From an optimization exercise on the open Yosys and OpenROAD flow, aimed at small area; shortcuts taken in it are not production practice.
The RTL was checked by simulation tests, not by an equivalence proof against the original design.

--- flow/flow/run.sh ---
#!/bin/bash
# Own layout flow: the standard flow, except that
#  - synthesis maps the logic with an area-oriented ABC script (deepsyn,
#    then amap) and
#    without extract_fa's adder cells, which ABC cannot restructure;
#    registers come out of the same synthesis steps as the standard
#    synthesis, so their names and cell types are unchanged;
#  - ports are buffered with the smallest buffer;
#  - the clock tree uses small clock buffers and no dummy loads.
# Each step's full output goes to a log file here.
set -euo pipefail
here=$(pwd)
CTS_BUF=${CTS_BUF:-sky130_fd_sc_hd__clkbuf_16}
rm -rf "$here/scripts_area"
cp -r "$FLOW_HOME/scripts" "$here/scripts_area"
cp "$here/flow/abc_area.script" "$here/scripts_area/abc_area.script"
bash standard.sh SCRIPTS_DIR="$here/scripts_area" ADDER_MAP_FILE= synth > "$here/synth.log" 2>&1
export BUFFER_PORTS_ARGS="-buffer_cell sky130_fd_sc_hd__buf_1"
export CTS_ARGS="-sink_clustering_enable -repair_clock_nets -dont_use_dummy_load -buf_list $CTS_BUF -sink_clustering_size 40 -sink_clustering_max_diameter 120"
bash standard.sh > "$here/layout.log" 2>&1
test -f "$here/out/final.def"
--- flow/flow/abc_area.script ---
strash
&get -n
&deepsyn -T 60
&put
dch -f
amap
topo
--- flow/standard.sh ---
#!/bin/bash
# synth_recipe.tcl (not shown) runs the flow's synth.tcl, then flattens the netlist and writes it again
# the make line also repeats each setting of config.mk as NAME=value (left out here)
make -C /OpenROAD-flow-scripts/flow DESIGN_CONFIG=/design/flow/config.mk WORK_HOME=/design/flow/orfs CLKGATE_MAP_FILE= SYNTH_SCRIPT=/design/flow/synth_recipe.tcl "${@:-finish}"
--- flow/config.mk ---
export PLATFORM = sky130hd
export DESIGN_NAME = top
export DESIGN_NICKNAME = top
export VERILOG_FILES = /design/flow/design.v
export SDC_FILE = /design/flow/constraint.sdc
export NUM_CORES = 4
export LEC_CHECK = 0
export ABC_AREA = 1
export CAP_MARGIN = 20
export CORE_MARGIN = 2
export CORE_UTILIZATION = 40
export PLACE_DENSITY = 0.62
export SLEW_MARGIN = 20
--- flow/constraint.sdc ---
create_clock -name core_clock -period 20.0 [get_ports {CLK100MHZ}]
set_input_delay 4.0000 -clock core_clock [delete_from_list [all_inputs] [get_ports {CLK100MHZ}]]
set_output_delay 4.0000 -clock core_clock [all_outputs]
set_load 0.01 [all_outputs]
--- flow/design.v ---
`timescale 1ns / 10ps
package types_pkg;
  parameter int BITS = 16;
  parameter int DIGITS = 8;
endpackage
`timescale 1ns / 10ps
module unbounce_btn (
    input  logic CPU_RESET,   
    input  logic CLOCK,
    input  logic BTN_IN,
    output logic BTN_OUT,
    output logic RISE
);
  logic [2:0] p;
  logic x, last, rise1;
  assign x = BTN_IN ^ BTN_OUT;
  assign last = p[2] & ~p[1];
  always_ff @(posedge CLOCK or posedge CPU_RESET) begin
    if (CPU_RESET) begin
      p       <= 3'b000;
      BTN_OUT <= 1'b0;
    end else begin
      p[2]    <= p[1];
      p[1]    <= p[0];
      p[0]    <= ~(p[2] ^ ~(p[1] | p[0] | x));   
      BTN_OUT <= BTN_OUT ^ last;
    end
  end
  always_ff @(posedge CLOCK) begin
    rise1 <= last & ~BTN_OUT;
    RISE  <= rise1;
  end
endmodule
`timescale 1ns / 10ps
module unbounce_array #(
    parameter int BITS = 16
) (
    input  logic            CPU_RESET,   
    input  logic            CLOCK,
    input  logic [BITS-1:0] BTN_IN,
    output logic [BITS-1:0] BTN_OUT
);
  genvar i;
  for (i = 0; i < BITS; i++) begin : gen_btn
    unbounce_btn u_btn (
        .CPU_RESET(CPU_RESET),
        .CLOCK(CLOCK),
        .BTN_IN(BTN_IN[i]),
        .BTN_OUT(BTN_OUT[i]),
        .RISE()
    );
  end
endmodule
`timescale 1ns / 1ps
`timescale 1ns / 10ps
module divider_nr (
    input  wire         clk,
    input  wire         init,
    input  wire         adj,
    input  wire         adj_sub,
    input  wire         uq,
    input  wire  [15:0] dividend,
    input  wire  [15:0] divisor,      
    input  wire         divisor_neg,  
    output logic [15:0] quotient,
    output logic        rem_neg,
    output logic        last
);
  logic [16:0] rem;
  logic [4:0] count;
  logic [7:0] h8;
  logic [3:0] h4;
  logic [1:0] h2;
  logic z8, z4, z2, z1, zero;
  assign z8 = dividend[15:8] == 8'd0;
  assign h8 = z8 ? dividend[7:0] : dividend[15:8];
  assign z4 = h8[7:4] == 4'd0;
  assign h4 = z4 ? h8[3:0] : h8[7:4];
  assign z2 = h4[3:2] == 2'd0;
  assign h2 = z2 ? h4[1:0] : h4[3:2];
  assign z1 = ~h2[1];
  assign zero = z8 & z4 & z2 & z1 & ~h2[0];
  logic [3:0] p;
  assign p = ~count[3:0];
  logic qbit;
  assign qbit = quotient[p];
  logic f;
  assign f = adj_sub ^ divisor_neg;
  logic [16:0] ra, rb, sum;
  logic [17:0] c;
  assign ra = {rem[15:0], qbit};
  assign rb = {divisor[15], divisor} ^ {17{f}};
  assign c[0] = f;
  genvar i;
  for (i = 0; i < 17; i++) begin : g_add
    assign sum[i] = ra[i] ^ rb[i] ^ c[i];
    assign c[i+1] = (ra[i] & rb[i]) | (ra[i] & c[i]) | (rb[i] & c[i]);
  end
  logic [4:0] count_inc;
  assign count_inc[0] = ~count[0];
  assign count_inc[1] = count[1] ^ count[0];
  assign count_inc[2] = count[2] ^ (count[1] & count[0]);
  assign count_inc[3] = count[3] ^ (count[2] & count[1] & count[0]);
  assign count_inc[4] = count[4] ^ (count[3] & count[2] & count[1] & count[0]);
  assign rem_neg = rem[16];
  assign last = count == 5'd16;
  always_ff @(posedge clk) begin
    if (init) begin
      quotient <= dividend;
      rem      <= '0;
      count    <= zero ? 5'd16 : {1'b0, z8, z4, z2, z1};
    end else begin
      if (adj) rem <= sum;
      if (uq) begin
        quotient[p] <= ~rem[16];
        count       <= count_inc;
      end
    end
  end
endmodule
`timescale 1ns / 10ps
module select_btn_action (
    input  logic        clk,
    input  logic        rst,
    input  logic [15:0] SW,
    input  logic        rise_u,
    input  logic        rise_d,
    input  logic        rise_r,
    input  logic        rise_l,
    input  logic        rise_c,
    output logic [15:0] value,      
    output logic        isEdit,
    output logic        total_neg
);
  localparam logic [3:0]
      IDLE  = 4'd0,    
      START = 4'd1,    
      INIT  = 4'd2,
      LS    = 4'd3,
      ADJ0  = 4'd4,
      ADJ1  = 4'd5,
      UQ    = 4'd6,
      TN    = 4'd7,
      TR1   = 4'd8,
      ADJ2  = 4'd9,
      DONE  = 4'd10,
      FIN   = 4'd11;   
  logic [3:0] st;
  logic [15:0] total;
  logic [15:0] abs_total;
  logic [15:0] quotient;
  logic rem_neg, last;
  logic sw_lo_nz;
  assign total_neg = total[15];
  logic [15:0] low_or;
  assign low_or[0] = 1'b0;
  genvar i;
  for (i = 1; i < 16; i++) begin : g_abs
    assign low_or[i] = low_or[i-1] | total[i-1];
  end
  assign abs_total = total ^ ({16{total[15]}} & low_or);
  assign value = isEdit ? SW : abs_total;
  assign sw_lo_nz = SW[14:0] != 15'd0;
  divider_nr u_divider (
      .clk(clk),
      .init(st == INIT),
      .adj(st == ADJ0 || st == ADJ1),
      .adj_sub(st == ADJ1),
      .uq(st == UQ),
      .dividend(abs_total),
      .divisor(SW),
      .divisor_neg(SW[15] & sw_lo_nz),
      .quotient(quotient),
      .rem_neg(rem_neg),
      .last(last)
  );
  always_ff @(posedge clk) begin
    if (rst) begin
      st <= IDLE;
    end else begin
      case (st)
        IDLE:    if (rise_l && (SW[15] || sw_lo_nz)) st <= START;
        START:   st <= INIT;
        INIT:    st <= LS;
        LS:      st <= rem_neg ? ADJ0 : ADJ1;
        ADJ0:    st <= UQ;
        ADJ1:    st <= UQ;
        UQ:      st <= TN;
        TN:      st <= last ? TR1 : LS;
        TR1:     st <= rem_neg ? ADJ2 : DONE;
        ADJ2:    st <= DONE;
        DONE:    st <= FIN;
        default: st <= IDLE;
      endcase
    end
  end
  logic fin, neg;
  logic mul, unit, as, sub, qfin, qneg;
  logic [15:0] y;
  assign fin  = st == FIN;
  assign neg  = total[15] ^ SW[15];
  assign qfin = fin & ~rst;
  assign qneg = qfin & neg;
  assign mul  = ~rst & ~fin & rise_r;
  assign unit = ~rst & ~fin & ~rise_r;
  assign as   = unit & (rise_d | rise_u);
  assign sub  = unit & rise_d;
  mac16 u_mac (
      .a(total),
      .sw(SW),
      .q(quotient),
      .mul(mul),
      .unit(unit),
      .as(as),
      .sub(sub),
      .fin(qfin),
      .qneg(qneg),
      .y(y)
  );
  always_ff @(posedge clk) begin
    total <= y;
    if (rst) isEdit <= 1'b1;
    else if (rise_c) isEdit <= ~isEdit;
  end
endmodule
module mac16 (
    input  logic [15:0] a,      
    input  logic [15:0] sw,     
    input  logic [15:0] q,      
    input  logic        mul,    
    input  logic        unit,   
    input  logic        as,     
    input  logic        sub,
    input  logic        fin,    
    input  logic        qneg,
    output logic [15:0] y
);
  logic [15:0] m;
  assign m = mul ? sw : {15'd0, unit};
  wire one_0 = m[0] ^ 1'b0;
  wire two_0 = (m[1] & ~m[0] & ~1'b0) | (~m[1] & m[0] & 1'b0);
  wire neg_0 = m[1] ^ qneg;
  wire pp_0_0 = ((a[0] & one_0) | (q[0] & fin)) ^ neg_0;
  wire pp_0_1 = ((a[1] & one_0) | (a[0] & two_0) | (q[1] & fin)) ^ neg_0;
  wire pp_0_2 = ((a[2] & one_0) | (a[1] & two_0) | (q[2] & fin)) ^ neg_0;
  wire pp_0_3 = ((a[3] & one_0) | (a[2] & two_0) | (q[3] & fin)) ^ neg_0;
  wire pp_0_4 = ((a[4] & one_0) | (a[3] & two_0) | (q[4] & fin)) ^ neg_0;
  wire pp_0_5 = ((a[5] & one_0) | (a[4] & two_0) | (q[5] & fin)) ^ neg_0;
  wire pp_0_6 = ((a[6] & one_0) | (a[5] & two_0) | (q[6] & fin)) ^ neg_0;
  wire pp_0_7 = ((a[7] & one_0) | (a[6] & two_0) | (q[7] & fin)) ^ neg_0;
  wire pp_0_8 = ((a[8] & one_0) | (a[7] & two_0) | (q[8] & fin)) ^ neg_0;
  wire pp_0_9 = ((a[9] & one_0) | (a[8] & two_0) | (q[9] & fin)) ^ neg_0;
  wire pp_0_10 = ((a[10] & one_0) | (a[9] & two_0) | (q[10] & fin)) ^ neg_0;
  wire pp_0_11 = ((a[11] & one_0) | (a[10] & two_0) | (q[11] & fin)) ^ neg_0;
  wire pp_0_12 = ((a[12] & one_0) | (a[11] & two_0) | (q[12] & fin)) ^ neg_0;
  wire pp_0_13 = ((a[13] & one_0) | (a[12] & two_0) | (q[13] & fin)) ^ neg_0;
  wire pp_0_14 = ((a[14] & one_0) | (a[13] & two_0) | (q[14] & fin)) ^ neg_0;
  wire pp_0_15 = ((a[15] & one_0) | (a[14] & two_0) | (q[15] & fin)) ^ neg_0;
  wire one_1 = m[2] ^ m[1];
  wire two_1 = (m[3] & ~m[2] & ~m[1]) | (~m[3] & m[2] & m[1]);
  wire neg_1 = m[3] ^ sub;
  wire pp_1_0 = ((a[0] & one_1) | (sw[2] & as)) ^ neg_1;
  wire pp_1_1 = ((a[1] & one_1) | (a[0] & two_1) | (sw[3] & as)) ^ neg_1;
  wire pp_1_2 = ((a[2] & one_1) | (a[1] & two_1) | (sw[4] & as)) ^ neg_1;
  wire pp_1_3 = ((a[3] & one_1) | (a[2] & two_1) | (sw[5] & as)) ^ neg_1;
  wire pp_1_4 = ((a[4] & one_1) | (a[3] & two_1) | (sw[6] & as)) ^ neg_1;
  wire pp_1_5 = ((a[5] & one_1) | (a[4] & two_1) | (sw[7] & as)) ^ neg_1;
  wire pp_1_6 = ((a[6] & one_1) | (a[5] & two_1) | (sw[8] & as)) ^ neg_1;
  wire pp_1_7 = ((a[7] & one_1) | (a[6] & two_1) | (sw[9] & as)) ^ neg_1;
  wire pp_1_8 = ((a[8] & one_1) | (a[7] & two_1) | (sw[10] & as)) ^ neg_1;
  wire pp_1_9 = ((a[9] & one_1) | (a[8] & two_1) | (sw[11] & as)) ^ neg_1;
  wire pp_1_10 = ((a[10] & one_1) | (a[9] & two_1) | (sw[12] & as)) ^ neg_1;
  wire pp_1_11 = ((a[11] & one_1) | (a[10] & two_1) | (sw[13] & as)) ^ neg_1;
  wire pp_1_12 = ((a[12] & one_1) | (a[11] & two_1) | (sw[14] & as)) ^ neg_1;
  wire pp_1_13 = ((a[13] & one_1) | (a[12] & two_1) | (sw[15] & as)) ^ neg_1;
  wire one_2 = m[4] ^ m[3];
  wire two_2 = (m[5] & ~m[4] & ~m[3]) | (~m[5] & m[4] & m[3]);
  wire neg_2 = m[5];
  wire pp_2_0 = ((a[0] & one_2)) ^ neg_2;
  wire pp_2_1 = ((a[1] & one_2) | (a[0] & two_2)) ^ neg_2;
  wire pp_2_2 = ((a[2] & one_2) | (a[1] & two_2)) ^ neg_2;
  wire pp_2_3 = ((a[3] & one_2) | (a[2] & two_2)) ^ neg_2;
  wire pp_2_4 = ((a[4] & one_2) | (a[3] & two_2)) ^ neg_2;
  wire pp_2_5 = ((a[5] & one_2) | (a[4] & two_2)) ^ neg_2;
  wire pp_2_6 = ((a[6] & one_2) | (a[5] & two_2)) ^ neg_2;
  wire pp_2_7 = ((a[7] & one_2) | (a[6] & two_2)) ^ neg_2;
  wire pp_2_8 = ((a[8] & one_2) | (a[7] & two_2)) ^ neg_2;
  wire pp_2_9 = ((a[9] & one_2) | (a[8] & two_2)) ^ neg_2;
  wire pp_2_10 = ((a[10] & one_2) | (a[9] & two_2)) ^ neg_2;
  wire pp_2_11 = ((a[11] & one_2) | (a[10] & two_2)) ^ neg_2;
  wire one_3 = m[6] ^ m[5];
  wire two_3 = (m[7] & ~m[6] & ~m[5]) | (~m[7] & m[6] & m[5]);
  wire neg_3 = m[7];
  wire pp_3_0 = ((a[0] & one_3)) ^ neg_3;
  wire pp_3_1 = ((a[1] & one_3) | (a[0] & two_3)) ^ neg_3;
  wire pp_3_2 = ((a[2] & one_3) | (a[1] & two_3)) ^ neg_3;
  wire pp_3_3 = ((a[3] & one_3) | (a[2] & two_3)) ^ neg_3;
  wire pp_3_4 = ((a[4] & one_3) | (a[3] & two_3)) ^ neg_3;
  wire pp_3_5 = ((a[5] & one_3) | (a[4] & two_3)) ^ neg_3;
  wire pp_3_6 = ((a[6] & one_3) | (a[5] & two_3)) ^ neg_3;
  wire pp_3_7 = ((a[7] & one_3) | (a[6] & two_3)) ^ neg_3;
  wire pp_3_8 = ((a[8] & one_3) | (a[7] & two_3)) ^ neg_3;
  wire pp_3_9 = ((a[9] & one_3) | (a[8] & two_3)) ^ neg_3;
  wire one_4 = m[8] ^ m[7];
  wire two_4 = (m[9] & ~m[8] & ~m[7]) | (~m[9] & m[8] & m[7]);
  wire neg_4 = m[9];
  wire pp_4_0 = ((a[0] & one_4)) ^ neg_4;
  wire pp_4_1 = ((a[1] & one_4) | (a[0] & two_4)) ^ neg_4;
  wire pp_4_2 = ((a[2] & one_4) | (a[1] & two_4)) ^ neg_4;
  wire pp_4_3 = ((a[3] & one_4) | (a[2] & two_4)) ^ neg_4;
  wire pp_4_4 = ((a[4] & one_4) | (a[3] & two_4)) ^ neg_4;
  wire pp_4_5 = ((a[5] & one_4) | (a[4] & two_4)) ^ neg_4;
  wire pp_4_6 = ((a[6] & one_4) | (a[5] & two_4)) ^ neg_4;
  wire pp_4_7 = ((a[7] & one_4) | (a[6] & two_4)) ^ neg_4;
  wire one_5 = m[10] ^ m[9];
  wire two_5 = (m[11] & ~m[10] & ~m[9]) | (~m[11] & m[10] & m[9]);
  wire neg_5 = m[11];
  wire pp_5_0 = ((a[0] & one_5)) ^ neg_5;
  wire pp_5_1 = ((a[1] & one_5) | (a[0] & two_5)) ^ neg_5;
  wire pp_5_2 = ((a[2] & one_5) | (a[1] & two_5)) ^ neg_5;
  wire pp_5_3 = ((a[3] & one_5) | (a[2] & two_5)) ^ neg_5;
  wire pp_5_4 = ((a[4] & one_5) | (a[3] & two_5)) ^ neg_5;
  wire pp_5_5 = ((a[5] & one_5) | (a[4] & two_5)) ^ neg_5;
  wire one_6 = m[12] ^ m[11];
  wire two_6 = (m[13] & ~m[12] & ~m[11]) | (~m[13] & m[12] & m[11]);
  wire neg_6 = m[13];
  wire pp_6_0 = ((a[0] & one_6)) ^ neg_6;
  wire pp_6_1 = ((a[1] & one_6) | (a[0] & two_6)) ^ neg_6;
  wire pp_6_2 = ((a[2] & one_6) | (a[1] & two_6)) ^ neg_6;
  wire pp_6_3 = ((a[3] & one_6) | (a[2] & two_6)) ^ neg_6;
  wire one_7 = m[14] ^ m[13];
  wire two_7 = (m[15] & ~m[14] & ~m[13]) | (~m[15] & m[14] & m[13]);
  wire neg_7 = m[15];
  wire pp_7_0 = ((a[0] & one_7)) ^ neg_7;
  wire pp_7_1 = ((a[1] & one_7) | (a[0] & two_7)) ^ neg_7;
  wire e_0 = (sw[0] & as) ^ sub;
  wire e_1 = (sw[1] & as) ^ sub;
  wire n01 = m[1] | m[3];   
  wire cin = qneg | sub | m[1];
  wire r1p = m[3];
  wire fs_0 = pp_0_0 ^ e_0 ^ cin;
  wire fc_0 = (pp_0_0 & e_0) | (pp_0_0 & cin) | (e_0 & cin);
  assign y[0] = fs_0;
  wire fs_1 = pp_0_1 ^ e_1 ^ fc_0;
  wire fc_1 = (pp_0_1 & e_1) | (pp_0_1 & fc_0) | (e_1 & fc_0);
  assign y[1] = fs_1;
  wire fs_2 = pp_0_2 ^ pp_1_0 ^ r1p;
  wire fc_2 = (pp_0_2 & pp_1_0) | (pp_0_2 & r1p) | (pp_1_0 & r1p);
  wire hs_0 = fc_1 ^ fs_2;
  wire hc_0 = fc_1 & fs_2;
  assign y[2] = hs_0;
  wire fs_3 = pp_0_3 ^ pp_1_1 ^ fc_2;
  wire fc_3 = (pp_0_3 & pp_1_1) | (pp_0_3 & fc_2) | (pp_1_1 & fc_2);
  wire hs_1 = hc_0 ^ fs_3;
  wire hc_1 = hc_0 & fs_3;
  assign y[3] = hs_1;
  wire fs_4 = pp_0_4 ^ pp_1_2 ^ pp_2_0;
  wire fc_4 = (pp_0_4 & pp_1_2) | (pp_0_4 & pp_2_0) | (pp_1_2 & pp_2_0);
  wire fs_5 = neg_2 ^ fc_3 ^ hc_1;
  wire fc_5 = (neg_2 & fc_3) | (neg_2 & hc_1) | (fc_3 & hc_1);
  wire hs_2 = fs_4 ^ fs_5;
  wire hc_2 = fs_4 & fs_5;
  assign y[4] = hs_2;
  wire fs_6 = pp_0_5 ^ pp_1_3 ^ pp_2_1;
  wire fc_6 = (pp_0_5 & pp_1_3) | (pp_0_5 & pp_2_1) | (pp_1_3 & pp_2_1);
  wire fs_7 = fc_4 ^ fc_5 ^ hc_2;
  wire fc_7 = (fc_4 & fc_5) | (fc_4 & hc_2) | (fc_5 & hc_2);
  wire hs_3 = fs_6 ^ fs_7;
  wire hc_3 = fs_6 & fs_7;
  assign y[5] = hs_3;
  wire fs_8 = pp_0_6 ^ pp_1_4 ^ pp_2_2;
  wire fc_8 = (pp_0_6 & pp_1_4) | (pp_0_6 & pp_2_2) | (pp_1_4 & pp_2_2);
  wire fs_9 = pp_3_0 ^ neg_3 ^ fc_6;
  wire fc_9 = (pp_3_0 & neg_3) | (pp_3_0 & fc_6) | (neg_3 & fc_6);
  wire fs_10 = fc_7 ^ hc_3 ^ fs_8;
  wire fc_10 = (fc_7 & hc_3) | (fc_7 & fs_8) | (hc_3 & fs_8);
  wire hs_4 = fs_9 ^ fs_10;
  wire hc_4 = fs_9 & fs_10;
  assign y[6] = hs_4;
  wire fs_11 = pp_0_7 ^ pp_1_5 ^ pp_2_3;
  wire fc_11 = (pp_0_7 & pp_1_5) | (pp_0_7 & pp_2_3) | (pp_1_5 & pp_2_3);
  wire fs_12 = pp_3_1 ^ fc_8 ^ fc_9;
  wire fc_12 = (pp_3_1 & fc_8) | (pp_3_1 & fc_9) | (fc_8 & fc_9);
  wire fs_13 = fc_10 ^ hc_4 ^ fs_11;
  wire fc_13 = (fc_10 & hc_4) | (fc_10 & fs_11) | (hc_4 & fs_11);
  wire hs_5 = fs_12 ^ fs_13;
  wire hc_5 = fs_12 & fs_13;
  assign y[7] = hs_5;
  wire fs_14 = pp_0_8 ^ pp_1_6 ^ pp_2_4;
  wire fc_14 = (pp_0_8 & pp_1_6) | (pp_0_8 & pp_2_4) | (pp_1_6 & pp_2_4);
  wire fs_15 = pp_3_2 ^ pp_4_0 ^ neg_4;
  wire fc_15 = (pp_3_2 & pp_4_0) | (pp_3_2 & neg_4) | (pp_4_0 & neg_4);
  wire fs_16 = fc_11 ^ fc_12 ^ fc_13;
  wire fc_16 = (fc_11 & fc_12) | (fc_11 & fc_13) | (fc_12 & fc_13);
  wire fs_17 = hc_5 ^ fs_14 ^ fs_15;
  wire fc_17 = (hc_5 & fs_14) | (hc_5 & fs_15) | (fs_14 & fs_15);
  wire hs_6 = fs_16 ^ fs_17;
  wire hc_6 = fs_16 & fs_17;
  assign y[8] = hs_6;
  wire fs_18 = pp_0_9 ^ pp_1_7 ^ pp_2_5;
  wire fc_18 = (pp_0_9 & pp_1_7) | (pp_0_9 & pp_2_5) | (pp_1_7 & pp_2_5);
  wire fs_19 = pp_3_3 ^ pp_4_1 ^ fc_14;
  wire fc_19 = (pp_3_3 & pp_4_1) | (pp_3_3 & fc_14) | (pp_4_1 & fc_14);
  wire fs_20 = fc_15 ^ fc_16 ^ fc_17;
  wire fc_20 = (fc_15 & fc_16) | (fc_15 & fc_17) | (fc_16 & fc_17);
  wire fs_21 = hc_6 ^ fs_18 ^ fs_19;
  wire fc_21 = (hc_6 & fs_18) | (hc_6 & fs_19) | (fs_18 & fs_19);
  wire hs_7 = fs_20 ^ fs_21;
  wire hc_7 = fs_20 & fs_21;
  assign y[9] = hs_7;
  wire fs_22 = pp_0_10 ^ pp_1_8 ^ pp_2_6;
  wire fc_22 = (pp_0_10 & pp_1_8) | (pp_0_10 & pp_2_6) | (pp_1_8 & pp_2_6);
  wire fs_23 = pp_3_4 ^ pp_4_2 ^ pp_5_0;
  wire fc_23 = (pp_3_4 & pp_4_2) | (pp_3_4 & pp_5_0) | (pp_4_2 & pp_5_0);
  wire fs_24 = neg_5 ^ fc_18 ^ fc_19;
  wire fc_24 = (neg_5 & fc_18) | (neg_5 & fc_19) | (fc_18 & fc_19);
  wire fs_25 = fc_20 ^ fc_21 ^ hc_7;
  wire fc_25 = (fc_20 & fc_21) | (fc_20 & hc_7) | (fc_21 & hc_7);
  wire fs_26 = fs_22 ^ fs_23 ^ fs_24;
  wire fc_26 = (fs_22 & fs_23) | (fs_22 & fs_24) | (fs_23 & fs_24);
  wire hs_8 = fs_25 ^ fs_26;
  wire hc_8 = fs_25 & fs_26;
  assign y[10] = hs_8;
  wire fs_27 = pp_0_11 ^ pp_1_9 ^ pp_2_7;
  wire fc_27 = (pp_0_11 & pp_1_9) | (pp_0_11 & pp_2_7) | (pp_1_9 & pp_2_7);
  wire fs_28 = pp_3_5 ^ pp_4_3 ^ pp_5_1;
  wire fc_28 = (pp_3_5 & pp_4_3) | (pp_3_5 & pp_5_1) | (pp_4_3 & pp_5_1);
  wire fs_29 = fc_22 ^ fc_23 ^ fc_24;
  wire fc_29 = (fc_22 & fc_23) | (fc_22 & fc_24) | (fc_23 & fc_24);
  wire fs_30 = fc_25 ^ fc_26 ^ hc_8;
  wire fc_30 = (fc_25 & fc_26) | (fc_25 & hc_8) | (fc_26 & hc_8);
  wire fs_31 = fs_27 ^ fs_28 ^ fs_29;
  wire fc_31 = (fs_27 & fs_28) | (fs_27 & fs_29) | (fs_28 & fs_29);
  wire hs_9 = fs_30 ^ fs_31;
  wire hc_9 = fs_30 & fs_31;
  assign y[11] = hs_9;
  wire fs_32 = pp_0_12 ^ pp_1_10 ^ pp_2_8;
  wire fc_32 = (pp_0_12 & pp_1_10) | (pp_0_12 & pp_2_8) | (pp_1_10 & pp_2_8);
  wire fs_33 = pp_3_6 ^ pp_4_4 ^ pp_5_2;
  wire fc_33 = (pp_3_6 & pp_4_4) | (pp_3_6 & pp_5_2) | (pp_4_4 & pp_5_2);
  wire fs_34 = pp_6_0 ^ neg_6 ^ fc_27;
  wire fc_34 = (pp_6_0 & neg_6) | (pp_6_0 & fc_27) | (neg_6 & fc_27);
  wire fs_35 = fc_28 ^ fc_29 ^ fc_30;
  wire fc_35 = (fc_28 & fc_29) | (fc_28 & fc_30) | (fc_29 & fc_30);
  wire fs_36 = fc_31 ^ hc_9 ^ fs_32;
  wire fc_36 = (fc_31 & hc_9) | (fc_31 & fs_32) | (hc_9 & fs_32);
  wire fs_37 = fs_33 ^ fs_34 ^ fs_35;
  wire fc_37 = (fs_33 & fs_34) | (fs_33 & fs_35) | (fs_34 & fs_35);
  wire hs_10 = fs_36 ^ fs_37;
  wire hc_10 = fs_36 & fs_37;
  assign y[12] = hs_10;
  wire fs_38 = pp_0_13 ^ pp_1_11 ^ pp_2_9;
  wire fc_38 = (pp_0_13 & pp_1_11) | (pp_0_13 & pp_2_9) | (pp_1_11 & pp_2_9);
  wire fs_39 = pp_3_7 ^ pp_4_5 ^ pp_5_3;
  wire fc_39 = (pp_3_7 & pp_4_5) | (pp_3_7 & pp_5_3) | (pp_4_5 & pp_5_3);
  wire fs_40 = pp_6_1 ^ fc_32 ^ fc_33;
  wire fc_40 = (pp_6_1 & fc_32) | (pp_6_1 & fc_33) | (fc_32 & fc_33);
  wire fs_41 = fc_34 ^ fc_35 ^ fc_36;
  wire fc_41 = (fc_34 & fc_35) | (fc_34 & fc_36) | (fc_35 & fc_36);
  wire fs_42 = fc_37 ^ hc_10 ^ fs_38;
  wire fc_42 = (fc_37 & hc_10) | (fc_37 & fs_38) | (hc_10 & fs_38);
  wire fs_43 = fs_39 ^ fs_40 ^ fs_41;
  wire fc_43 = (fs_39 & fs_40) | (fs_39 & fs_41) | (fs_40 & fs_41);
  wire hs_11 = fs_42 ^ fs_43;
  wire hc_11 = fs_42 & fs_43;
  assign y[13] = hs_11;
  wire fs_44 = pp_0_14 ^ pp_1_12 ^ pp_2_10;
  wire fc_44 = (pp_0_14 & pp_1_12) | (pp_0_14 & pp_2_10) | (pp_1_12 & pp_2_10);
  wire fs_45 = pp_3_8 ^ pp_4_6 ^ pp_5_4;
  wire fc_45 = (pp_3_8 & pp_4_6) | (pp_3_8 & pp_5_4) | (pp_4_6 & pp_5_4);
  wire fs_46 = pp_6_2 ^ pp_7_0 ^ neg_7;
  wire fc_46 = (pp_6_2 & pp_7_0) | (pp_6_2 & neg_7) | (pp_7_0 & neg_7);
  wire fs_47 = fc_38 ^ fc_39 ^ fc_40;
  wire fc_47 = (fc_38 & fc_39) | (fc_38 & fc_40) | (fc_39 & fc_40);
  wire fs_48 = fc_41 ^ fc_42 ^ fc_43;
  wire fc_48 = (fc_41 & fc_42) | (fc_41 & fc_43) | (fc_42 & fc_43);
  wire fs_49 = hc_11 ^ fs_44 ^ fs_45;
  wire fc_49 = (hc_11 & fs_44) | (hc_11 & fs_45) | (fs_44 & fs_45);
  wire fs_50 = fs_46 ^ fs_47 ^ fs_48;
  wire fc_50 = (fs_46 & fs_47) | (fs_46 & fs_48) | (fs_47 & fs_48);
  wire hs_12 = fs_49 ^ fs_50;
  wire hc_12 = fs_49 & fs_50;
  assign y[14] = hs_12;
  assign y[15] = pp_0_15 ^ pp_1_13 ^ pp_2_11 ^ pp_3_9 ^ pp_4_7 ^ pp_5_5 ^ pp_6_3 ^ pp_7_1 ^ fc_44 ^ fc_45 ^ fc_46 ^ fc_47 ^ fc_48 ^ fc_49 ^ fc_50 ^ hc_12;
endmodule
`timescale 1ns / 10ps
module bin_to_bcd (
    input  logic [15:0] bin,
    output logic [19:0] bcd
);
  integer i, j;
  logic [19:0] temp;
  logic [15:0] bin_work;
  always_comb begin
    bin_work = bin;
    temp = '0;
    for (i = 15; i >= 0; i--) begin
      for (j = 0; j < 5; j++) begin
        if (temp[j*4+:4] >= 4'd5) temp[j*4+:4] = temp[j*4+:4] + 4'd3;
      end
      {temp, bin_work} = {temp, bin_work} << 1;
    end
    bcd = temp;
  end
endmodule
`timescale 1ns / 10ps
module dec_cat_map (
    input  [3:0] encoded,
    output logic [7:0] cathode
);
  always @* begin
    case (encoded)
      4'h0: cathode = 8'b11000000;
      4'h1: cathode = 8'b11111001;
      4'h2: cathode = 8'b10100100;
      4'h3: cathode = 8'b10110000;
      4'h4: cathode = 8'b10011001;
      4'h5: cathode = 8'b10010010;
      4'h6: cathode = 8'b10000010;
      4'h7: cathode = 8'b11111000;
      4'h8: cathode = 8'b10000000;
      4'h9: cathode = 8'b10010000;
      4'hb: cathode = 8'b10111111;
      4'hc: cathode = 8'b00000110;
      default: cathode = 8'b11111111;
    endcase
  end
endmodule
`timescale 1ns / 10ps
module seg_display_calc (
    input  logic [15:0] value,
    input  logic        isEdit,
    input  logic        total_neg,
    input  logic [2:0]  digit,
    output logic [3:0]  code
);
  logic [19:0] bcd;
  bin_to_bcd u_bcd (
      .bin(value),
      .bcd(bcd)
  );
  logic z1, z2, z3, z4;
  assign z4 = bcd[19:16] == 4'd0;
  assign z3 = z4 & (bcd[15:12] == 4'd0);
  assign z2 = z3 & (bcd[11:8] == 4'd0);
  assign z1 = z2 & (bcd[7:4] == 4'd0);
  always_comb begin
    case (digit)
      3'd0: code = bcd[3:0];
      3'd1: code = z1 ? 4'd10 : bcd[7:4];
      3'd2: code = z2 ? 4'd10 : bcd[11:8];
      3'd3: code = z3 ? 4'd10 : bcd[15:12];
      3'd4: code = z4 ? 4'd10 : bcd[19:16];
      3'd7: code = isEdit ? 4'd12 : (total_neg ? 4'd11 : 4'd10);
      default: code = 4'd10;
    endcase
  end
endmodule
module clock_seg_display (
    input  logic clk,
    input  logic rst,
    output logic step
);
  localparam logic [13:0] RST_STATE = 14'h3ea0;   
  localparam logic [13:0] LOOP_STATE = 14'h3a80;   
  localparam logic [13:0] HIT_MASK = 14'h3eb7;   
  localparam logic [13:0] HIT_VALUE = 14'h1236;
  logic [13:0] s;
  logic fb;
  assign fb   = ~(s[13] ^ s[4] ^ s[2] ^ s[0]);
  assign step = (s & HIT_MASK) == HIT_VALUE;
  always_ff @(posedge clk) begin
    if (rst) s <= RST_STATE;
    else if (step) s <= LOOP_STATE;
    else s <= {s[12:0], fb};
  end
endmodule
module seg_display (
    input  logic       clk,
    input  logic       rst,
    input  logic       step,
    input  logic [3:0] code_next,
    output logic [2:0] digit_next,
    output logic [7:0] AN,
    output logic       CA, CB, CC, CD, CE, CF, CG, DP
);
  logic [2:0] digit;
  logic [3:0] code;
  logic [7:0] cathode;
  assign digit_next[0] = digit[0] ^ step;
  assign digit_next[1] = digit[1] ^ (digit[0] & step);
  assign digit_next[2] = digit[2] ^ (digit[1] & digit[0] & step);
  always_ff @(posedge clk) begin
    digit <= rst ? 3'd0 : digit_next;
    code  <= code_next;
  end
  always_comb begin
    AN = 8'hff;
    AN[digit] = 1'b0;
  end
  dec_cat_map u_map (
      .encoded(code),
      .cathode(cathode)
  );
  assign {DP, CG, CF, CE, CD, CC, CB, CA} = cathode;
endmodule
`timescale 1ns / 100ps
module sys_pll (
    input  wire clk_in1,
    output wire clk_out1
);
  assign clk_out1 = clk_in1;
endmodule
`timescale 1ns / 100ps
module top (
    input  wire          CLK100MHZ,
    input  wire          CPU_RESETN,
    input  wire   [15:0] SW,
    output logic  [15:0] LED,
    input  wire          BTNC,
    input  wire          BTNU,
    input  wire          BTNL,
    input  wire          BTNR,
    input  wire          BTND,
    output logic  [ 7:0] AN,
    output logic         CA,
    output logic         CB,
    output logic         CC,
    output logic         CD,
    output logic         CE,
    output logic         CF,
    output logic         CG,
    output logic         DP,
    output logic         LED16_B,
    output logic         LED16_G,
    output logic         LED16_R,
    output logic         LED17_B,
    output logic         LED17_G,
    output logic         LED17_R
);
  assign {LED16_B, LED16_G, LED16_R, LED17_B, LED17_G, LED17_R} = 6'b000000;
  wire rst = ~CPU_RESETN;
  wire clk;
  sys_pll u_sys_pll (
      .clk_in1 (CLK100MHZ),
      .clk_out1(clk)
  );
  logic rise_c, rise_u, rise_l, rise_r, rise_d;
  logic [15:0] SW_DEB;
  unbounce_btn deb_btnC (.CPU_RESET(rst), .CLOCK(clk), .BTN_IN(BTNC), .BTN_OUT(), .RISE(rise_c));
  unbounce_btn deb_btnU (.CPU_RESET(rst), .CLOCK(clk), .BTN_IN(BTNU), .BTN_OUT(), .RISE(rise_u));
  unbounce_btn deb_btnL (.CPU_RESET(rst), .CLOCK(clk), .BTN_IN(BTNL), .BTN_OUT(), .RISE(rise_l));
  unbounce_btn deb_btnR (.CPU_RESET(rst), .CLOCK(clk), .BTN_IN(BTNR), .BTN_OUT(), .RISE(rise_r));
  unbounce_btn deb_btnD (.CPU_RESET(rst), .CLOCK(clk), .BTN_IN(BTND), .BTN_OUT(), .RISE(rise_d));
  unbounce_array debouncer (
      .CPU_RESET(rst),
      .CLOCK(clk),
      .BTN_IN(SW),
      .BTN_OUT(SW_DEB)
  );
  assign LED = SW_DEB;
  logic [15:0] value;
  logic isEdit, total_neg;
  select_btn_action u_calc (
      .clk(clk),
      .rst(rst),
      .SW(SW_DEB),
      .rise_u(rise_u),
      .rise_d(rise_d),
      .rise_r(rise_r),
      .rise_l(rise_l),
      .rise_c(rise_c),
      .value(value),
      .isEdit(isEdit),
      .total_neg(total_neg)
  );
  logic step;
  clock_seg_display u_timer (
      .clk (clk),
      .rst (rst),
      .step(step)
  );
  logic [2:0] digit_next;
  logic [3:0] code_next;
  seg_display_calc u_code (
      .value(value),
      .isEdit(isEdit),
      .total_neg(total_neg),
      .digit(digit_next),
      .code(code_next)
  );
  seg_display u_disp (
      .clk(clk),
      .rst(rst),
      .step(step),
      .code_next(code_next),
      .digit_next(digit_next),
      .AN(AN),
      .CA(CA), .CB(CB), .CC(CC), .CD(CD), .CE(CE), .CF(CF), .CG(CG), .DP(DP)
  );
endmodule
==> results by group, run 1 <==
Synth
  – Post-synthesis compound-gate area fraction: 35.26%
  – Post-synthesis cell type count: 47
  – Syn Inst Count: 1744
  – Register area share after synthesis: 34.99%
  – Post-synth top flop: dfrtp_1
  – Combinational family with the most area after synthesis: compound AO/OA/AOI/OAI gates
  – Post-synthesis xor/xnor area fraction: 0.2192%
  – Post-synth ARST share: 47.19%
  – Multiplexer area fraction after synthesis: 0%
  – Post-synth EDFFs: 21
  – Synth top area share: 17.54%
  – Largest cells by area after synthesis: dfrtp_1 (18%), dfxtp_1 (12%), nor2_1 (12%), a21oi_1 (9.0%), o21ai_0 (8.8%)
  – Post-synthesis simple-gate area fraction: 22.41%
  – Adder-cell share of the synthesized area: 0%
  – Area leader, netlist: dfrtp_1
  – Syn Area/Cell: 6.872 sq um
  – Synth Cell Area: 11990 sq um
  – #FFs+latches synth: 178
  – Synth warn: 8

Global route
  – Global routing usage on met1: 30.22%
  – Vias in the first global route: 10757
  – GRT Resource Usage Total: 21.64%
  – GR Util met2: 33.45%
  – Largest net degree at the start of global routing: 57
  – Gr busiest metal: met2
  – Initial antenna violation count: 0
  – Met3 Use GR: 4.102%
  – GR Overflow Total: 0
  – First-pass GRT wire length: 54320 microns

Final layout
  – Layout area overhead: 8.853%
  – Fin area: 13050 sq um
  – Most frequent cells in the layout: nor2_1 (389), a21oi_1 (215), o21ai_0 (211), clkinv_1 (182), nand2_1 (168)
  – Final net count: 1834
  – Core Util, Final: 44.14%
  – Share of layout cells above drive strength 1: 1.658%
  – Non-Filler Instances: 2199
  – Commonest non-fill, non-tap cell in the layout: nor2_1
  – # diodes: 0

Timing
  – Final Skew: 19.14 ps
  – RSZ-0062 raised after global routing: no
  – Fmax: 70.06 MHz
  – Fin crit period: 14270 ps
  – Final hold vios: 0
  – Fin crit share: 71.36%
  – Slew margin rel.: 23.32%
  – TNS Setup: 0 ps
  – Final setup vio count: 0
  – Worst Tran Pin Value: 1150 ps
  – Final Max Slew Viols: 0
  – Final setup margin: 5727 ps
  – Hold WS: 329.5 ps

Routing
  – Via count: 12115
  – DRC errors left: 0
  – DRT iter0 DRCs: 1111
  – Avg WL per Cell: 15.15 microns
  – Wirelength, routed: 33310 microns
  – Routed Antenna Nets: 0
  – First drt pass iteration count: 9
  – Vias per cell: 5.509

Setup path
  – Worst path most repeated cell: nor2_1
  – Crit path kind: register to register
  – WP buf/inv: 15
  – Critical path data arrival time: 14590 ps
  – Top fanout value on the critical path: 14
  – CP Capture Type: register
  – CP Launch Point: u_calc.total[3]
  – Crit path max-delay family: compound AO/OA/AOI/OAI gates
  – CP required: 20320 ps
  – Crit start category: register
  – Slowest cell on the critical path: nor4_1
  – Reg2reg start: u_calc.total[3]
  – Worst path max stage delay: 500 ps

Clock tree
  – CTS max path bufs: 2
  – Worst skew pair latency: 440 ps
  – # hold bufs at CTS: 0
  – H-tree levels: 4
  – TritonCTS clock tree: done
  – Gates resized, CTS repair: 0
  – CTS Buf Count: 17
  – Post-CTS setup buffers: 0
  – CTS Root Cell: clkbuf_16
  – Clock Pin Slew Worst Setup and Hold Paths: 80 ps
  – Clock sinks: 178

Place
  – Cell Area, Placed: 12620 sq um
  – Dpl hpwl: 25230 microns
  – Final GP Congestion: 0.8763
  – Count of port buffers added during placement: 54
  – Dpl ws: 5842 ps
  – Placed cells: 2182

Hold path
  – Critical hold path startpoint: deb_btnL.rise1
  – Hold Crit Class: register to register

Floorplanning
  – Initial Utilization: 40.55%
  – Die height: 177.1 microns
  – Die width: 177.1 microns
  – # IOs: 61
  – Row Count: 63
  – Core Region: 29560 sq um
  – Die ar.: 31360 sq um

Job
  – Max-cap violations: 0

Status
  – Status: complete, no violations
==> routing by layer <==
| layer | vias to the layer above | part of all wire (%) |
|---|---|---|
| met4 | 0 | 3.0 |
| met1 | 5285 | 47 |
| li1 | 6403 | - |
| met5 | - | 0 |
| met2 | 374 | 43 |
| met3 | 53 | 6.8 |
==> Yosys cell counts, types with 3 or more instances <==
cell and count:
or3_1 12, a221oi_1 3, o32ai_1 7, nor2_1 389
nand2_1 168, o22ai_1 92, dfrtp_1 84, a21oi_1 215
o22a_1 16, a211oi_1 11, clkinv_1 182, nor3_1 15
nand3_1 17, and3_1 5, o21ai_0 211, dfxtp_1 73
edfxtp_1 21, a22oi_1 21, o21a_1 33, buf_4 22
o221ai_1 15, a222oi_1 15, a2111oi_0 21, nor2b_1 12
nor4_1 8, or2_0 13, o311a_1 11, a31oi_1 8
and2_0 11, o31ai_1 3, a21o_1 9
==> kinds of logic after synthesis <==
| kind of cell | Yosys count |
|---|---|
| compound gates | 701 |
| xor+xnor | 3 |
| buf+inv | 204 |
| flops | 178 |
| other cells | 1 |
| simple gates | 657 |
==> state kept, by name, indices dropped and copies added, names as in the netlist, 3 cells and up <==
signal and flops:
debouncer.gen_btn.u_btn.p 48, u_calc.u_divider.rem 17, debouncer.gen_btn.u_btn.BTN_OUT 16, u_calc.total 16, u_calc.u_divider.quotient 16, u_timer.s 14, u_disp.cathode 8, u_calc.u_divider.count 5
u_calc.st 4, deb_btnC.p 3, deb_btnD.p 3, deb_btnL.p 3, deb_btnR.p 3, deb_btnU.p 3, u_disp.digit 3
==> path summary, 6_finish.rpt <==
path | cells after the start | end | slack (ps)
worst max register to register | 79 | u_disp.cathode[4] | 5730
min in group asynchronous | 1 | deb_btnU.BTN_OUT | 3540
worst max-delay path | 79 | u_disp.cathode[4] | 5730
worst min register to register | 0 | deb_btnL.RISE | 330
worst min-delay path | 0 | deb_btnL.RISE | 330
max in group asynchronous | 2 | debouncer.gen_btn[7].u_btn.p[1] | 15380
==> worst register-to-register path, delay by kind of cell (launching register included) <==
family | cells | cell delay (ps)
AOI/OAI and AO/OA | 29 | 6180
and+or+nand+nor | 35 | 5230
buffers and inverters | 15 | 2470
DFF | 1 | 330
==> area by class of cell <==
cell class	instances	area [sq um]
fillers	3031	16510
multi-input cells	1367	6967
flip-flops and latches	178	4194
inverters	182	683.2
well taps	390	488.0
clock buffers	17	425.4
repair buffers	65	289.0
==> run 2: changes to the inputs <==
--- a/flow/flow/run.sh
+++ b/flow/flow/run.sh
@@ -10,12 +10,12 @@
 # Each step's full output goes to a log file here.
 set -euo pipefail
 here=$(pwd)
-CTS_BUF=${CTS_BUF:-sky130_fd_sc_hd__clkbuf_16}
+CTS_BUF=${CTS_BUF:-sky130_fd_sc_hd__clkbuf_8}
 rm -rf "$here/scripts_area"
 cp -r "$FLOW_HOME/scripts" "$here/scripts_area"
 cp "$here/flow/abc_area.script" "$here/scripts_area/abc_area.script"
 bash standard.sh SCRIPTS_DIR="$here/scripts_area" ADDER_MAP_FILE= synth > "$here/synth.log" 2>&1
 export BUFFER_PORTS_ARGS="-buffer_cell sky130_fd_sc_hd__buf_1"
-export CTS_ARGS="-sink_clustering_enable -repair_clock_nets -dont_use_dummy_load -buf_list $CTS_BUF -sink_clustering_size 40 -sink_clustering_max_diameter 120"
+export CTS_ARGS="-sink_clustering_enable -repair_clock_nets -dont_use_dummy_load -buf_list $CTS_BUF -sink_clustering_size 20 -sink_buffer_max_cap_derate 0.6"
 bash standard.sh > "$here/layout.log" 2>&1
 test -f "$here/out/final.def"
==> flow/flow/abc_area.script (replaced) <==
strash
&get -n
&deepsyn -T 60
&put
dch
amap -F 5 -A 16
topo
==> run 2 against run 1 <==
Still clean on timing, DRC and antenna. Via count up 0.85%. Cell area down 2.6%. First-iteration DRC count up 25%. Synthesized cell count down 3.3%. Critical path depth down 1. Synthesized area down 1.1%. Register-to-register slack worse by 1000 ps. Highest routed layer unchanged.
==> results by group, run 2 <==
Place
  – Dpl hpwl: 26160 microns
  – Cell Area, Placed: 12470 sq um
  – Placed cells: 2123
  – Count of port buffers added during placement: 54
  – Dpl ws: 5026 ps
  – Final GP Congestion: 0.9153

Timing
  – Worst Tran Pin Value: 1090 ps
  – Final setup vio count: 0
  – Fin crit period: 15280 ps
  – Final hold vios: 0
  – Slew margin rel.: 27.04%
  – Final setup margin: 4716 ps
  – TNS Setup: 0 ps
  – RSZ-0062 raised after global routing: no
  – Final Skew: 28.84 ps
  – Final Max Slew Viols: 0
  – Fin crit share: 76.42%
  – Fmax: 65.43 MHz

Global route
  – Largest net degree at the start of global routing: 64
  – Global routing usage on met1: 33.09%
  – Gr busiest metal: met2
  – Vias in the first global route: 10896
  – GRT Resource Usage Total: 23.09%
  – Initial antenna violation count: 0
  – GR Util met2: 36.63%
  – First-pass GRT wire length: 57830 microns
  – GR Overflow Total: 0
  – Met3 Use GR: 2.562%

Clock tree
  – CTS Root Cell: clkbuf_8
  – TritonCTS clock tree: done
  – Worst skew pair latency: 460 ps
  – Gates resized, CTS repair: 0
  – Post-CTS setup buffers: 0
  – Clock sinks: 178
  – # hold bufs at CTS: 0
  – CTS max path bufs: 2
  – CTS Buf Count: 17
  – H-tree levels: 4
  – Clock Pin Slew Worst Setup and Hold Paths: 90 ps

Final layout
  – Layout area overhead: 7.274%
  – Largest register FFs: 48
  – Most frequent cells in the layout: nor2_1 (352), a21oi_1 (208), o21ai_0 (183), nand2_1 (164), clkinv_1 (159)
  – # diodes: 0
  – Commonest non-fill, non-tap cell in the layout: nor2_1
  – Fin area: 12710 sq um
  – Biggest regs: debouncer.gen_btn.u_btn.p x48, u_calc.u_divider.rem x17
  – Non-Filler Instances: 2141
  – Register with the highest flop count: debouncer.gen_btn.u_btn.p
  – Share of layout cells above drive strength 1: 1.656%
  – Final net count: 1776

Floorplanning
  – Die width: 176.1 microns
  – # IOs: 61
  – Die ar.: 31020 sq um
  – Row Count: 63
  – Initial Utilization: 40.31%
  – Core Region: 29400 sq um
  – Die height: 176.1 microns

Hold path
  – Worst hold path cell count: 0
  – Critical hold path startpoint: deb_btnD.rise1
  – Hold Crit Class: register to register
  – Hold path endpoint: deb_btnD.RISE

Setup path
  – Top fanout value on the critical path: 10
  – Reg2reg start: u_calc.total[0]
  – Reg2Reg Setup Slack: 4720 ps
  – Slowest cell on the critical path: a222oi_1
  – Critical path data arrival time: 15670 ps
  – Crit path kind: register to register
  – Worst path max stage delay: 590 ps
  – CP required: 20380 ps
  – Reg2reg path depth: 78
  – Crit start category: register
  – R2r endpoint: u_disp.cathode[3]
  – CP Capture Type: register
  – Worst path most repeated cell: nor2_1

Synth
  – Synth Cell Area: 11850 sq um
  – Synth top cells by count: nor2_1 (352), a21oi_1 (208), o21ai_0 (184), nand2_1 (164), clkinv_1 (159)
  – Post-synthesis compound-gate area fraction: 35.64%
  – Largest cells by area after synthesis: dfrtp_1 (18%), dfxtp_1 (12%), nor2_1 (11%), a21oi_1 (8.8%), o21ai_0 (7.8%)
  – Area leader, netlist: dfrtp_1
  – Adder-cell share of the synthesized area: 0%
  – Syn Inst Count: 1687
  – Synth top area share: 17.74%
  – Multiplexer area fraction after synthesis: 0%
  – Combinational family with the most area after synthesis: compound AO/OA/AOI/OAI gates
  – Syn Area/Cell: 7.025 sq um
  – Post-synthesis xor/xnor area fraction: 0.2956%
  – Post-synth ARST share: 47.19%
  – Post-synthesis cell type count: 43
  – #FFs+latches synth: 178
  – Post-synthesis simple-gate area fraction: 22.21%
  – Post-synth top flop: dfrtp_1
  – Synth warn: 8
  – Count leader, synth: nor2_1
  – Post-synth EDFFs: 21
  – Register area share after synthesis: 35.39%

Routing
  – DRC errors left: 0
  – Wirelength, routed: 35190 microns
  – Routed Antenna Nets: 0
  – First drt pass iteration count: 11
  – DRT iter0 DRCs: 1389
  – Avg WL per Cell: 16.44 microns
  – Vias per cell: 5.707
  – Via count: 12218

Status
  – Status: complete, no violations

Job
  – Max-cap violations: 0
==> run 2: cell count changes in the layout (fill, tap and decap cells not counted), moves of 19 or more <==
| cell | delta |
|---|---|
| nor2_1 | -37 |
| o21ai_0 | -28 |
| clkinv_1 | -23 |
| o22ai_1 | +21 |
| o21a_1 | -19 |
==> run 2: critical path, delay by kind of cell (launching register included) <==
kind,cells,cell delay (ps)
simple gates,37,5320
buf+inv,12,1910
compound gates,29,7500
flops,1,470
==> run 2: cell families after synthesis <==
| family | after synthesis |
|---|---|
| DFF | 178 |
| xor gates and xnor gates | 4 |
| AOI/OAI and AO/OA | 688 |
| buffers and inverters | 181 |
| and+or+nand+nor | 635 |
| other | 1 |
==> run 2: per-layer routing <==
metal	routed length, microns	share of wire, %
met5	0	0
met2	15590	44
met4	825	2.3
met1	16310	46
met3	2474	7.0
==> run 2: cell type report <==
class / instances / area [sq um]
Sequential cell: 178 / 4194
Timing Repair Buffer: 64 / 281.5
Inverter: 159 / 596.8
Clock buffer: 17 / 234.0
Fill cell: 3022 / 16690
Tap cell: 390 / 488.0
Multi-Input combinational cell: 1333 / 6919
==> run 2: worst max-delay path by stage <==
stage                         start  slack [ps]                 to
global placement    u_calc.total[0]        5340  u_disp.cathode[4]
CTS                 u_calc.total[0]        4910  u_disp.cathode[3]
global route        u_calc.total[0]        2410  u_disp.cathode[3]
finish              u_calc.total[0]        4720  u_disp.cathode[3]
floorplan           u_calc.total[0]        7450  u_disp.cathode[4]
detailed placement  u_calc.total[0]        5030  u_disp.cathode[4]
==> run 2: metrics by stage <==
step,hold WS (ps),utilization (%)
detailed placement,315.1,42.42
CTS,338.6,43.21
global route,344.1,43.24
floorplan,309.6,-
finish,336.2,43.24
global placement,313.0,42.42

## afterwards: timing with drivers on the ports
Ports are ideal in the flow. The routed layouts listed here were re-timed in OpenROAD.
Step 1, drivers: a clkbuf_16 drives CLK100MHZ and a buf_2 each remaining input, both assumed.
Step 2, shift: input delay + t, output delay - t, t = (earliest + latest rising clock arrival at the registers) / 2. This alone moves slack from input paths to output paths.
a / b / c = ideal ports / drivers / drivers and shift; a / b = the first two.
run	t, ns	setup WS [ns]	cell pins on the clock port's net
run 1	0.482	5.727 / 5.727 / 5.727	1
run 2	0.488	4.716 / 4.716 / 4.716	1
After both steps setup and hold are still met in every run listed.
